From an optimization exercise on the open Yosys and OpenROAD flow, aimed at a short achievable clock period and few clock cycles; shortcuts taken in it are not production practice.
Function was checked by simulation only, so behaviour that the tests miss may differ from the original.
Power and IR drop assume default switching activity.

==> 11-02 <==
## mccpu
module mccpu(clock, resetn, frommem, wmem, madr, tomem);
	input clock, resetn;
	input [31:0] frommem;
	output wmem;
	output [31:0] madr, tomem;
	reg [31:0] pc;           
	reg [31:0] madr_q;       
	reg        wmem_q;
	reg [31:0] sdata;        
	reg        mem_busy;     
	reg        mem_load;
	reg [4:0]  mem_rt;
	reg [31:0] ir;
	reg        rd_valid;
	reg [31:0] rd_pc4;
	reg [31:0] rd_pnpc;      
	reg        rd_ptaken;    
	reg        ex_valid;
	reg [31:0] ex_a, ex_b, ex_t;
	reg [4:0]  ex_dest;
	reg        ex_wen;
	reg [4:0]  ex_rs, ex_rt;
	reg        ex_b_reg;     
	reg        ex_add, ex_sub, ex_and, ex_or, ex_xor, ex_nor, ex_slt, ex_sll, ex_srl, ex_sra, ex_passb;
	reg [4:0]  ex_sa;
	reg        ex_back, ex_br, ex_bne, ex_ptaken, ex_jr, ex_lw, ex_sw;
	reg [31:0] ex_alt;       
	reg [31:0] ex_pnpc;      
	reg [7:0]  ex_bidx;
	reg [31:0] link_pred;    
	reg [1:0]  bht [0:255];  
	reg [31:0] rf [1:31];
	assign madr  = madr_q;
	assign wmem  = wmem_q;
  ...
clock: 11.0 ns
lec_check: 0
cap_margin: 20
core_margin: 2
core_utilization: 30
slew_margin: 20
run.sh (not shown) runs the stock make flow with config.mk's settings and CLKGATE_MAP_FILE= SYNTH_SCRIPT=/design/flow/synth_recipe.tcl, a recipe that flattens the netlist after the stock synthesis.
==> 08-26 (differences from 11-02) <==
--- a/flow/design.v
+++ b/flow/design.v
@@ -11,28 +11,30 @@
 	reg        mem_busy;     
 	reg        mem_load;
 	reg [4:0]  mem_rt;
 	reg [31:0] ir;
 	reg        rd_valid;
 	reg [31:0] rd_pc4;
 	reg [31:0] rd_pnpc;      
 	reg        rd_ptaken;    
+	reg [1:0]  rd_bctr;
 	reg        ex_valid;
 	reg [31:0] ex_a, ex_b, ex_t;
 	reg [4:0]  ex_dest;
 	reg        ex_wen;
 	reg [4:0]  ex_rs, ex_rt;
 	reg        ex_b_reg;     
 	reg        ex_add, ex_sub, ex_and, ex_or, ex_xor, ex_nor, ex_slt, ex_sll, ex_srl, ex_sra, ex_passb;
 	reg [4:0]  ex_sa;
 	reg        ex_back, ex_br, ex_bne, ex_ptaken, ex_jr, ex_lw, ex_sw;
 	reg [31:0] ex_alt;       
 	reg [31:0] ex_pnpc;      
 	reg [7:0]  ex_bidx;
+	reg [1:0]  ex_bctr;      
 	reg [31:0] link_pred;    
 	reg [1:0]  bht [0:255];  
 	reg [31:0] rf [1:31];
 	assign madr  = madr_q;
 	assign wmem  = wmem_q;
 	assign tomem = sdata;
 	wire [31:0] bx  = ex_b ^ {32{ex_sub | ex_slt}};
 	wire [32:0] sum = {1'b0, ex_a} + {1'b0, bx} + {32'b0, ex_sub | ex_slt};
@@ -139,16 +141,17 @@
 			mem_busy <= 1'b0;
 			mem_load <= 1'b0;
 			mem_rt <= 5'd0;
 			ir <= 32'd0;
 			rd_valid <= 1'b0;
 			rd_pc4 <= 32'd0;
 			rd_pnpc <= 32'd0;
 			rd_ptaken <= 1'b0;
+			rd_bctr <= 2'b00;
 			link_pred <= 32'd0;
 		end else begin
 			pc <= pc_next;
 			madr_q <= go_mem ? sum[31:0] : pc_next;
 			wmem_q <= go_mem & ex_sw;
 			mem_busy <= go_mem;
 			if (go_mem) begin
 				mem_load <= ex_lw;
@@ -156,32 +159,33 @@
 				sdata <= ex_t;
 			end
 			if (!mem_busy) begin
 				ir <= frommem;
 				rd_valid <= ~redirect;
 				rd_pc4 <= pc4;
 				rd_pnpc <= link_pred;
 				rd_ptaken <= f_ptaken;
+				rd_bctr <= bctr;
 				if (f_jal | f_jalr) link_pred <= pc4;
 			end
 		end
 	end
 	always @(posedge clock or posedge resetn) begin
 		if (resetn) begin
 			ex_valid <= 1'b0;
 			ex_a <= 32'd0; ex_b <= 32'd0; ex_t <= 32'd0;
 			ex_dest <= 5'd0; ex_wen <= 1'b0;
 			ex_rs <= 5'd0; ex_rt <= 5'd0; ex_b_reg <= 1'b0;
 			ex_add <= 1'b0; ex_sub <= 1'b0; ex_and <= 1'b0; ex_or <= 1'b0; ex_xor <= 1'b0;
 			ex_nor <= 1'b0; ex_slt <= 1'b0; ex_sll <= 1'b0; ex_srl <= 1'b0; ex_sra <= 1'b0; ex_passb <= 1'b0;
 			ex_sa <= 5'd0;
 			ex_back <= 1'b0; ex_br <= 1'b0; ex_bne <= 1'b0; ex_ptaken <= 1'b0; ex_jr <= 1'b0;
 			ex_lw <= 1'b0; ex_sw <= 1'b0;
-			ex_alt <= 32'd0; ex_pnpc <= 32'd0; ex_bidx <= 8'd0;
+			ex_alt <= 32'd0; ex_pnpc <= 32'd0; ex_bidx <= 8'd0; ex_bctr <= 2'b00;
 		end else if (mem_busy) begin
 			if (fix_a) ex_a <= frommem;
 			if (fix_b) ex_b <= frommem;
 			if (fix_t) ex_t <= frommem;
 		end else begin
 			ex_valid <= rd_valid & ~redirect;
 			ex_a <= val_a;
 			ex_b <= d_bval;
@@ -208,27 +212,27 @@
 			ex_bne <= d_bne;
 			ex_ptaken <= rd_ptaken;
 			ex_jr  <= d_jr | d_jalr;
 			ex_lw  <= d_lw;
 			ex_sw  <= d_sw;
 			ex_alt <= rd_ptaken ? rd_pc4 : d_btarget;
 			ex_pnpc <= (d_jr ? rd_pnpc : rd_pc4);
 			ex_bidx <= rd_pc4[9:2] - 8'd1;
-		end
-	end
+			ex_bctr <= rd_bctr;
+		end
+	end
+	wire against = taken ^ ex_back;
+	wire [1:0] bctr_new = against ? ((ex_bctr == 2'b11) ? 2'b11 : ex_bctr + 2'b01)
+	                              : ((ex_bctr == 2'b00) ? 2'b00 : ex_bctr - 2'b01);
 	always @(posedge clock or posedge resetn) begin
 		if (resetn) begin
 			for (i = 0; i < 256; i = i + 1) bht[i] <= 2'b01;
 		end else if (ex_fire & ex_br) begin
-			if (taken ^ ex_back) begin
-				if (bht[ex_bidx] != 2'b11) bht[ex_bidx] <= bht[ex_bidx] + 2'b01;
-			end else begin
-				if (bht[ex_bidx] != 2'b00) bht[ex_bidx] <= bht[ex_bidx] - 2'b01;
-			end
+			bht[ex_bidx] <= bctr_new;
 		end
 	end
 	always @(posedge clock or posedge resetn) begin
 		if (resetn) begin
 			for (i = 1; i < 32; i = i + 1) rf[i] <= 32'd0;
 		end else if (rf_we) begin
 			rf[rf_wn] <= rf_wd;
 		end
==> flow/flow/run.sh (new file) <==
#!/bin/bash
# Standard ORFS layout (standard.sh, unchanged synthesis), with repair_timing asked to
# leave more setup slack than the default so that it works on the paths of this design.
set -euo pipefail
bash standard.sh SETUP_SLACK_MARGIN=${MARGIN:-7.4} finish > make_finish.log 2>&1
==> flow/standard.sh (new file) <==
#!/bin/bash
# synth_recipe.tcl (not shown) runs the flow's synth.tcl, then flattens the netlist and writes it again
# the make line also repeats each setting of config.mk as NAME=value (left out here)
make -C /OpenROAD-flow-scripts/flow DESIGN_CONFIG=/design/flow/config.mk WORK_HOME=/design/flow/orfs CLKGATE_MAP_FILE= SYNTH_SCRIPT=/design/flow/synth_recipe.tcl "${@:-finish}"
ABC_CLOCK_PERIOD_IN_PS = 3000   (was unset)
CORE_UTILIZATION = 40   (was 30)
removed: flow/run.sh
==> run summary <==
	11-02	08-26
Area occupied by registers	49100 um^2	49300 um^2
Post-route insts no fill	16600	15500
Clkbuf count	307	325
Outcome	no timing/DRC/antenna violations	no timing/DRC/antenna violations
Switching power as a share of total power	0.473	0.422
Startpoint of the most critical register-to-register path	ex_bidx[1]	pc[2]
Vias post-DR	108000	112000
Count of inserted antenna diode cells	42	50
Power, Total	0.0306 W	0.0316 W
Count of distinct cell types in the synthesized netlist	102	97
Logic pwr share	0.426	0.437
Multi-input combinational cell area	60200 um^2	60900 um^2
RSZ-0062 raised after global routing	no	yes
Largest net degree at the start of global routing	200	150
GR Layer Usage met2	0.433	0.617
Seq area share	0.383	0.362
Multi-In Gates	8485	8299
Most instantiated library cell after synthesis	sky130_fd_sc_hd__dfrtp_1	sky130_fd_sc_hd__nand2_1
Power density normalized to cell area	239 nW/um^2	232 nW/um^2
Share of the clock period used by the worst path after layout	0.718	0.418
Metal2 WL	247 mm	249 mm
Horizontal die dimension	619 um	517 um
Relative slew slack	0.0843	0.0974
Placed insts	16100	14400
Worst reg2reg path depth	14	15
Final worst-path setup slack	3.10 ns	6.41 ns
Testbench counts of 11-02, summed over its fixed seeds: cycles 74,931.
Testbench counts of 08-26, summed over its fixed seeds: cycles 74,931.

==> separate check: timing with driven ports <==
The flow's constraints put no driver on any port. The routed layouts listed below were extracted and timed again, unchanged, in two steps. Step 1: set_driving_cell puts a clkbuf_16 on clock and a buf_2 on each other input, an assumption about the parent block. Step 2 moves the port delays by t, midway between the first and last clock arrival at a register: inputs arrive t later, outputs are due t later. That takes back most of the time a late clock gives input paths. Slacks: ideal / step 1 / step 2; pairs: ideal / step 1.
run	t (ns)	slack for setup (ns)	hold WS [ns]	slew at the worst register clock pin (ns)
11-02	1.018	3.104 / 3.104 / 3.104	0.476 / 0.476 / 0.476	0.07 / 0.07
08-26	1.018	6.405 / 6.405 / 5.469	0.477 / 0.477 / 0.477	0.08 / 0.08
After both steps every run listed still meets setup and hold. For 08-26, which loses most, drivers alone change the setup slack by 0.000 ns; drivers and shift together by -0.936 ns.
